Source: an optimization exercise on an open RTL-to-GDS flow (aim: small area). Production flows keep margins and buffers that such runs may drop. Only the layout flow was run in this run; the RTL was not checked for function there. Power and IR drop assume default switching activity.

==> flow/design.v <==
module ALUControl(operation, ALUOp, ff);
	input [1:0] ALUOp;
	input [5:0] ff;
	output [2:0] operation;
	assign operation[0] = ALUOp[1] & (ff[0] | ff[3]);
	assign operation[1] = ~ALUOp[1] | ~ff[2];
	assign operation[2] = (ALUOp[1] & ff[1]) | ALUOp[0];
endmodule
module ALU32Bit(zero, carryOut, result, a, b, op);
	input [31:0] a, b;
	input [2:0] op;
	output [31:0] result;
	output zero, carryOut;
	wire sub = op[2];
	wire [31:0] bx = b ^ {32{sub}};
	wire [31:0] g = a & bx;
	wire [31:0] p = a ^ bx;
	wire G0_0 = g[0] | (p[0] & sub);
	wire G1_1 = g[1] | (p[1] & G0_0);
	wire G1_3 = g[3] | (p[3] & g[2]);
	wire P1_3 = p[3] & p[2];
	wire G1_5 = g[5] | (p[5] & g[4]);
	wire P1_5 = p[5] & p[4];
	wire G1_7 = g[7] | (p[7] & g[6]);
	wire P1_7 = p[7] & p[6];
	wire G1_9 = g[9] | (p[9] & g[8]);
	wire P1_9 = p[9] & p[8];
	wire G1_11 = g[11] | (p[11] & g[10]);
	wire P1_11 = p[11] & p[10];
	wire G1_13 = g[13] | (p[13] & g[12]);
	wire P1_13 = p[13] & p[12];
	wire G1_15 = g[15] | (p[15] & g[14]);
	wire P1_15 = p[15] & p[14];
	wire G1_17 = g[17] | (p[17] & g[16]);
	wire P1_17 = p[17] & p[16];
	wire G1_19 = g[19] | (p[19] & g[18]);
	wire P1_19 = p[19] & p[18];
	wire G1_21 = g[21] | (p[21] & g[20]);
	wire P1_21 = p[21] & p[20];
	wire G1_23 = g[23] | (p[23] & g[22]);
	wire P1_23 = p[23] & p[22];
	wire G1_25 = g[25] | (p[25] & g[24]);
	wire P1_25 = p[25] & p[24];
	wire G1_27 = g[27] | (p[27] & g[26]);
	wire P1_27 = p[27] & p[26];
	wire G1_29 = g[29] | (p[29] & g[28]);
	wire P1_29 = p[29] & p[28];
	wire G1_31 = g[31] | (p[31] & g[30]);
	wire P1_31 = p[31] & p[30];
	wire G2_3 = G1_3 | (P1_3 & G1_1);
	wire G2_5 = G1_5 | (P1_5 & G1_3);
	wire P2_5 = P1_5 & P1_3;
	wire G2_7 = G1_7 | (P1_7 & G1_5);
	wire P2_7 = P1_7 & P1_5;
	wire G2_9 = G1_9 | (P1_9 & G1_7);
	wire P2_9 = P1_9 & P1_7;
	wire G2_11 = G1_11 | (P1_11 & G1_9);
	wire P2_11 = P1_11 & P1_9;
	wire G2_13 = G1_13 | (P1_13 & G1_11);
	wire P2_13 = P1_13 & P1_11;
	wire G2_15 = G1_15 | (P1_15 & G1_13);
	wire P2_15 = P1_15 & P1_13;
	wire G2_17 = G1_17 | (P1_17 & G1_15);
	wire P2_17 = P1_17 & P1_15;
	wire G2_19 = G1_19 | (P1_19 & G1_17);
	wire P2_19 = P1_19 & P1_17;
	wire G2_21 = G1_21 | (P1_21 & G1_19);
	wire P2_21 = P1_21 & P1_19;
	wire G2_23 = G1_23 | (P1_23 & G1_21);
	wire P2_23 = P1_23 & P1_21;
	wire G2_25 = G1_25 | (P1_25 & G1_23);
	wire P2_25 = P1_25 & P1_23;
	wire G2_27 = G1_27 | (P1_27 & G1_25);
	wire P2_27 = P1_27 & P1_25;
	wire G2_29 = G1_29 | (P1_29 & G1_27);
	wire P2_29 = P1_29 & P1_27;
	wire G2_31 = G1_31 | (P1_31 & G1_29);
	wire P2_31 = P1_31 & P1_29;
	wire G3_5 = G2_5 | (P2_5 & G1_1);
	wire G3_7 = G2_7 | (P2_7 & G2_3);
	wire G3_9 = G2_9 | (P2_9 & G2_5);
	wire P3_9 = P2_9 & P2_5;
	wire G3_11 = G2_11 | (P2_11 & G2_7);
	wire P3_11 = P2_11 & P2_7;
	wire G3_13 = G2_13 | (P2_13 & G2_9);
	wire P3_13 = P2_13 & P2_9;
	wire G3_15 = G2_15 | (P2_15 & G2_11);
	wire P3_15 = P2_15 & P2_11;
	wire G3_17 = G2_17 | (P2_17 & G2_13);
	wire P3_17 = P2_17 & P2_13;
	wire G3_19 = G2_19 | (P2_19 & G2_15);
	wire P3_19 = P2_19 & P2_15;
	wire G3_21 = G2_21 | (P2_21 & G2_17);
	wire P3_21 = P2_21 & P2_17;
	wire G3_23 = G2_23 | (P2_23 & G2_19);
	wire P3_23 = P2_23 & P2_19;
	wire G3_25 = G2_25 | (P2_25 & G2_21);
	wire P3_25 = P2_25 & P2_21;
	wire G3_27 = G2_27 | (P2_27 & G2_23);
	wire P3_27 = P2_27 & P2_23;
	wire G3_29 = G2_29 | (P2_29 & G2_25);
	wire P3_29 = P2_29 & P2_25;
	wire G3_31 = G2_31 | (P2_31 & G2_27);
	wire P3_31 = P2_31 & P2_27;
	wire G4_9 = G3_9 | (P3_9 & G1_1);
	wire G4_11 = G3_11 | (P3_11 & G2_3);
	wire G4_13 = G3_13 | (P3_13 & G3_5);
	wire G4_15 = G3_15 | (P3_15 & G3_7);
	wire G4_17 = G3_17 | (P3_17 & G3_9);
	wire P4_17 = P3_17 & P3_9;
	wire G4_19 = G3_19 | (P3_19 & G3_11);
	wire P4_19 = P3_19 & P3_11;
	wire G4_21 = G3_21 | (P3_21 & G3_13);
	wire P4_21 = P3_21 & P3_13;
	wire G4_23 = G3_23 | (P3_23 & G3_15);
	wire P4_23 = P3_23 & P3_15;
	wire G4_25 = G3_25 | (P3_25 & G3_17);
	wire P4_25 = P3_25 & P3_17;
	wire G4_27 = G3_27 | (P3_27 & G3_19);
	wire P4_27 = P3_27 & P3_19;
	wire G4_29 = G3_29 | (P3_29 & G3_21);
	wire P4_29 = P3_29 & P3_21;
	wire G4_31 = G3_31 | (P3_31 & G3_23);
	wire P4_31 = P3_31 & P3_23;
	wire G5_17 = G4_17 | (P4_17 & G1_1);
	wire G5_19 = G4_19 | (P4_19 & G2_3);
	wire G5_21 = G4_21 | (P4_21 & G3_5);
	wire G5_23 = G4_23 | (P4_23 & G3_7);
	wire G5_25 = G4_25 | (P4_25 & G4_9);
	wire G5_27 = G4_27 | (P4_27 & G4_11);
	wire G5_29 = G4_29 | (P4_29 & G4_13);
	wire G5_31 = G4_31 | (P4_31 & G4_15);
	wire G6_2 = g[2] | (p[2] & G1_1);
	wire G6_4 = g[4] | (p[4] & G2_3);
	wire G6_6 = g[6] | (p[6] & G3_5);
	wire G6_8 = g[8] | (p[8] & G3_7);
	wire G6_10 = g[10] | (p[10] & G4_9);
	wire G6_12 = g[12] | (p[12] & G4_11);
	wire G6_14 = g[14] | (p[14] & G4_13);
	wire G6_16 = g[16] | (p[16] & G4_15);
	wire G6_18 = g[18] | (p[18] & G5_17);
	wire G6_20 = g[20] | (p[20] & G5_19);
	wire G6_22 = g[22] | (p[22] & G5_21);
	wire G6_24 = g[24] | (p[24] & G5_23);
	wire G6_26 = g[26] | (p[26] & G5_25);
	wire G6_28 = g[28] | (p[28] & G5_27);
	wire G6_30 = g[30] | (p[30] & G5_29);
	wire [32:0] c;
	assign c[0] = sub;
	assign c[1] = G0_0;
	assign c[2] = G1_1;
	assign c[3] = G6_2;
	assign c[4] = G2_3;
	assign c[5] = G6_4;
	assign c[6] = G3_5;
	assign c[7] = G6_6;
	assign c[8] = G3_7;
	assign c[9] = G6_8;
	assign c[10] = G4_9;
	assign c[11] = G6_10;
	assign c[12] = G4_11;
	assign c[13] = G6_12;
	assign c[14] = G4_13;
	assign c[15] = G6_14;
	assign c[16] = G4_15;
	assign c[17] = G6_16;
	assign c[18] = G5_17;
	assign c[19] = G6_18;
	assign c[20] = G5_19;
	assign c[21] = G6_20;
	assign c[22] = G5_21;
	assign c[23] = G6_22;
	assign c[24] = G5_23;
	assign c[25] = G6_24;
	assign c[26] = G5_25;
	assign c[27] = G6_26;
	assign c[28] = G5_27;
	assign c[29] = G6_28;
	assign c[30] = G5_29;
	assign c[31] = G6_30;
	assign c[32] = G5_31;
	wire [31:0] s = p ^ c[31:0];
	wire cout = c[32];
	wire logic_op = ~op[1] & ~op[2];
	wire arith = op[1] & ~op[0];
	wire slt = op[2] & op[1] & op[0];
	wire or_op = logic_op & op[0];
	wire z = ~arith & ~or_op;
	wire [31:0] y = ({32{arith}} & c[31:0]) | ({32{logic_op}} & g) | ({32{z}} & p);
	assign result = (p ^ y) | {31'b0, slt & ~cout};
	assign carryOut = arith & (cout ^ sub);
	assign zero = ~|result;
endmodule
module ALUUnit(clock, ALUOp, funct, a, b, result, zero, carryOut);
	input clock;
	input [1:0] ALUOp;
	input [5:0] funct;
	input [31:0] a, b;
	output reg [31:0] result;
	output zero;
	output reg carryOut;
	wire [2:0] operation;
	wire [31:0] aluResult;
	wire aluZero, aluCarry;
	reg [31:0] resultQ;
	reg carryQ;
	ALUControl ctl(operation, ALUOp, funct);
	ALU32Bit alu(aluZero, aluCarry, aluResult, a, b, operation);
	always @(posedge clock)
	begin
		resultQ <= aluResult;
		if (operation == 3'd2 || operation == 3'd6)
			carryQ <= aluCarry;
		result <= resultQ;
		carryOut <= carryQ;
	end
	assign zero = ~|result;
endmodule
==> flow/flow/run.sh <==
#!/bin/bash
# Standard ORFS layout with three changes: synthesis maps the logic with
# an area-oriented ABC script (flow/synth.abc) in place of ORFS's speed
# script (the registers come out as in the standard synthesis), the port
# buffers use the smallest buffer, and CTS builds its tree from clkbuf_4
# without dummy loads.
set -euo pipefail
export BUFFER_PORTS_ARGS="-buffer_cell sky130_fd_sc_hd__buf_1"
export CTS_ARGS="-sink_clustering_enable -repair_clock_nets -dont_use_dummy_load -buf_list sky130_fd_sc_hd__clkbuf_4"
export MY_ABC_SCRIPT=$PWD/flow/synth.abc
# synth_recipe.tcl with ORFS's ABC script swapped for flow/synth.abc
{
  head -n 1 synth_recipe.tcl
  cat flow/abc_override.tcl
  tail -n +2 synth_recipe.tcl
} > my_synth.tcl
sed -e "s#$PWD/synth_recipe.tcl#$PWD/my_synth.tcl#g" standard.sh > my_standard.sh
grep -q my_synth.tcl my_standard.sh
bash my_standard.sh finish > standard_flow.log 2>&1
==> flow/flow/abc_override.tcl <==
proc abc {args} {
  set i [lsearch -exact $args -script]
  if { $i >= 0 } { lset args [expr {$i + 1}] $::env(MY_ABC_SCRIPT) }
  yosys abc {*}$args
}
==> flow/flow/synth.abc <==
&get -n
&st
&dch -f
&nf -R 0 -p -E 100
&put
==> flow/standard.sh <==
#!/bin/bash
# synth_recipe.tcl (not shown) runs the flow's synth.tcl, then flattens the netlist and writes it again
# the make line also repeats each setting of config.mk as NAME=value (left out here)
make -C /OpenROAD-flow-scripts/flow DESIGN_CONFIG=/design/flow/config.mk WORK_HOME=/design/flow/orfs CLKGATE_MAP_FILE= SYNTH_SCRIPT=/design/flow/synth_recipe.tcl "${@:-finish}"
==> flow/config.mk <==
export PLATFORM = sky130hd
export DESIGN_NAME = ALUUnit
export DESIGN_NICKNAME = ALUUnit
export VERILOG_FILES = /design/flow/design.v
export SDC_FILE = /design/flow/constraint.sdc
export NUM_CORES = 4
export LEC_CHECK = 0
export CAP_MARGIN = 20
export CORE_MARGIN = 2
export CORE_UTILIZATION = 40
export SLEW_MARGIN = 20
==> flow/constraint.sdc <==
create_clock -name core_clock -period 5.0 [get_ports {clock}]
set_input_delay 1.0000 -clock core_clock [delete_from_list [all_inputs] [get_ports {clock}]]
set_output_delay 1.0000 -clock core_clock [all_outputs]
set_load 0.01 [all_outputs]
==> results.txt <==
outcome=finished clean; CP bufs+invs=2; CTS Buf Count=9; CP Class=in2reg; vias in the first global route=approximately 3200; Tcrit/Tclk final=0.733; cell-internal power=approximately 0.99 mW; Ant. Diodes=0; Seq pwr share=0.487; vias per inst=approximately 5.6; first-pass GRT wire length=between 10000 and 15000 µm; Worst path slowest cell=a21oi_4; total power=between 1.5 and 2 mW; clock sinks=66; Post-CTS Setup Repair Bufs=0; Synth Area in Adders=0.116; Vias=around 3200; crit path launch type=input pin; ys async rst share=0; mux share of post-synthesis cell area=0.0319; CTS tree=built; r2r endpoint=carryOut; hold crit path type=reg2reg; CTS Buffer Depth=2; clk slew on worst S/H paths=about 0.1 ns; initial antenna violation count=0; RR Startpoint=carryQ; Post-synth top flop=dfxtp_1; crit path from=ALUOp[1]; YS warnings=1; Critical Path Fanout Max=15; Starting Density=0.416; full die area=around 9400 µm²; DR WL/cell=between 15 and 20 µm; Max-slew headroom=0.420; critical path depth=12; grt ovf=0; RSZ-0062 raised after global routing=no; Post-CTS Resized=0; crit path to=resultQ[28]; FF-to-FF path depth=0; initial DRC count=about 200; Syn Area/Cell=roughly 9.7 µm²; DRC viols=0; Mapped Cells=roughly 360; routability cong.=~0.83; design area=4090 µm²; H-Tree Level Count=3; maxcap violations=0; hpwl dp=between 6000 and 7000 µm; Slew @ Worst Pin=0.870 ns; simple-gate share of the synthesized area=0.123; EDFF count, synth=1; sequential area share after synthesis=0.386; Clock Power Share=0.157; Compound-Gate Fraction of Synth Area=0.223; post-layout net count=between 500 and 600; Slew Viols, Final=0; Synth Cell Area=about 3400 µm²; synthesized net count=462; IO Pins=~110; flop2flop setup slack=approximately 4.5 ns; DIE HEIGHT=just under 100 µm; Combinational Power Share=0.356; Clock Root Buffer=clkbuf_4; hold_buf cts=0; Layout Area Growth over Synthesis=18.5%; Max Clk Rate=between 200 and 300 MHz; row cnt=33; Placed Area=approximately 4000 µm²; CP Cell Sequence=buf_1 -> a21oi_4 -> buf_4 -> xnor2_1 -> ha_1 -> a21oi_1 -> o21a_1 -> o21ai_0 -> a21oi_1 -> o221ai_1 -> a222oi_1 -> xnor2_1; Post-Synth XOR/XNOR Area=0.119; Routed Antenna Nets=0; skew final=between 0.01 and 0.015 ns; CP top delay family=compound AO/OA/AOI/OAI gates; Power Density=~370 nW/µm²; pin count of the biggest net entering global routing=35; Slowest Stage Delay on Critical Path=roughly 0.51 ns; Fin Setup TNS=0 ns; fill count=805; FF+latch count, synth=66; fraction of layout cells with a size suffix above 1=0.0316; drt pass-1 iters=7; Port Buffers=around 100; final number of hold-violating endpoints=0; clock latency (worst-skew pair)=0.40 ns; peak supply drop=approximately 0.12 mV; Setup crit end kind=flop; switching part of the total=0.346; final setup fails=0; WL final=8740 µm; min Tclk post-route=approximately 3.7 ns; Pleak=1.51 nW; Cell variety after synth=34; die width=96.9 µm; CP required=between 5 and 6 ns; sw power=approximately 0.52 mW; Critical Path AT=about 4.0 ns; core area=8300 µm²; worst hold slack=between 0.3 and 0.4 ns; gr usage total=0.189; largest family of logic cells by synthesized area=compound AO/OA/AOI/OAI gates
worst min path at each step:
stage | cells after the start | end | slack, ns | start
global route | 0 | result[28] | 0.32 | resultQ[28]
finish | 0 | result[28] | 0.31 | resultQ[28]
global placement | 0 | result[10] | 0.31 | resultQ[10]
detailed placement | 0 | result[17] | 0.31 | resultQ[17]
CTS | 0 | result[31] | 0.32 | resultQ[31]
floorplan | 0 | result[0] | 0.31 | resultQ[0]
through the flow:
step           setup WS (ns)   util  std cells
4_1_cts                 1.35  0.493        580
2_1_floorplan          0.714      -        357
5_1_grt                 1.01  0.493        580
6_report                1.34  0.493        580
3_5_place_dp           0.914  0.484        571
3_3_place_gp           0.988  0.484        571
layout by cell type, fill, tap and decap left out, types with 2 or more instances in the layout:
| cell type | synthesis | routed |
|---|---|---|
| buf_1 | 0 | 104 |
| dfxtp_1 | 65 | 65 |
| xnor2_1 | 47 | 47 |
| nand2_1 | 33 | 33 |
| ha_1 | 32 | 32 |
| a21oi_1 | 28 | 27 |
| o21ai_0 | 22 | 22 |
| nor2_1 | 17 | 17 |
| a222oi_1 | 15 | 15 |
| nand4_1 | 14 | 14 |
| o21a_1 | 12 | 12 |
| mux2i_1 | 11 | 11 |
| a221oi_1 | 10 | 10 |
| clkbuf_4 | 0 | 9 |
| nor4_1 | 8 | 8 |
| nand3_1 | 6 | 6 |
| a31oi_1 | 5 | 5 |
| buf_4 | 0 | 5 |
| a22o_1 | 4 | 4 |
| or2_0 | 3 | 3 |
| o221ai_1 | 3 | 3 |
| and2_0 | 3 | 3 |
| o41ai_1 | 3 | 3 |
| a21o_1 | 2 | 2 |
| nor3_1 | 2 | 2 |
logic make-up after synthesis:
| kind of cell | Yosys count |
|---|---|
| AO/OA/AOI/OAI | 111 |
| AND/OR/NAND/NOR | 89 |
| flip-flops | 66 |
| XOR/XNOR | 47 |
| adder cells (fa/ha/maj) | 32 |
| multiplexers | 11 |
| buffers and inverters | 1 |
state kept, by name, indices dropped and copies added, names as in the netlist:
signal    flops
carryOut      1
result       32
carryQ        1
resultQ      32
synth_stat cells, types with 10 or more instances:
cell type | count | share of area
ha_1 | 32 | 0.12
o21a_1 | 12 | 0.026
a21oi_1 | 28 | 0.041
nand4_1 | 14 | 0.025
a222oi_1 | 15 | 0.044
nand2_1 | 33 | 0.036
nor2_1 | 17 | 0.018
a221oi_1 | 10 | 0.025
o21ai_0 | 22 | 0.032
mux2i_1 | 11 | 0.032
xnor2_1 | 47 | 0.12
dfxtp_1 | 65 | 0.38
power groups by stage:
stage	Sequential, mW	Clock [mW]	Combinational (mW)
finish	0.738	0.238	0.539
global route	0.757	0.274	0.603
CTS	0.741	0.250	0.539
detailed placement	0.754	0	0.537
global placement	0.748	0	0.531
floorplan	0.782	0	0.331
area by class of cell:
cell class / count / area [µm²] / area share
Clock buffer: 9 / 67.6 / 0.0165
Inverter: 1 / 3.75 / 0.000918
Multi-Input combinational cell: 290 / 2130 / 0.520
Sequential cell: 66 / 1330 / 0.326
Tap cell: 105 / 131 / 0.0321
Timing Repair Buffer: 109 / 428 / 0.105
metal layers:
| metal | track usage | vias up | share of wire |
|---|---|---|---|
| met3 | 0.0412 | 12 | 0.060 |
| met2 | 0.300 | 117 | 0.45 |
| met5 | 0 | - | 0 |
| li1 | - | 1619 | - |
| met4 | 0.0758 | 0 | 0.016 |
| met1 | 0.250 | 1472 | 0.47 |

## port drivers added, routing unchanged
Ports are ideal in the flow. The routed layout listed here was re-timed in OpenROAD.
Step 1, drivers: a clkbuf_16 drives clock and a buf_2 each remaining input, both assumed.
Step 2 times the ports against the registers' clock, not the clock port: input delays grow and output delays shrink by t, the midpoint of the rising clock arrivals with the driver on.
Three values: no drivers, after step 1, after step 2; two values: the first two.
t, ns: 0.418
setup slack, ns: 1.336 / 1.342 / 0.924
worst setup path after step 2: input to register
worst data-port slew with drivers (ns): 0.04
After both steps this run still meets setup and hold. For this run, drivers alone change the setup slack by +0.006 ns; drivers and shift together by -0.412 ns.
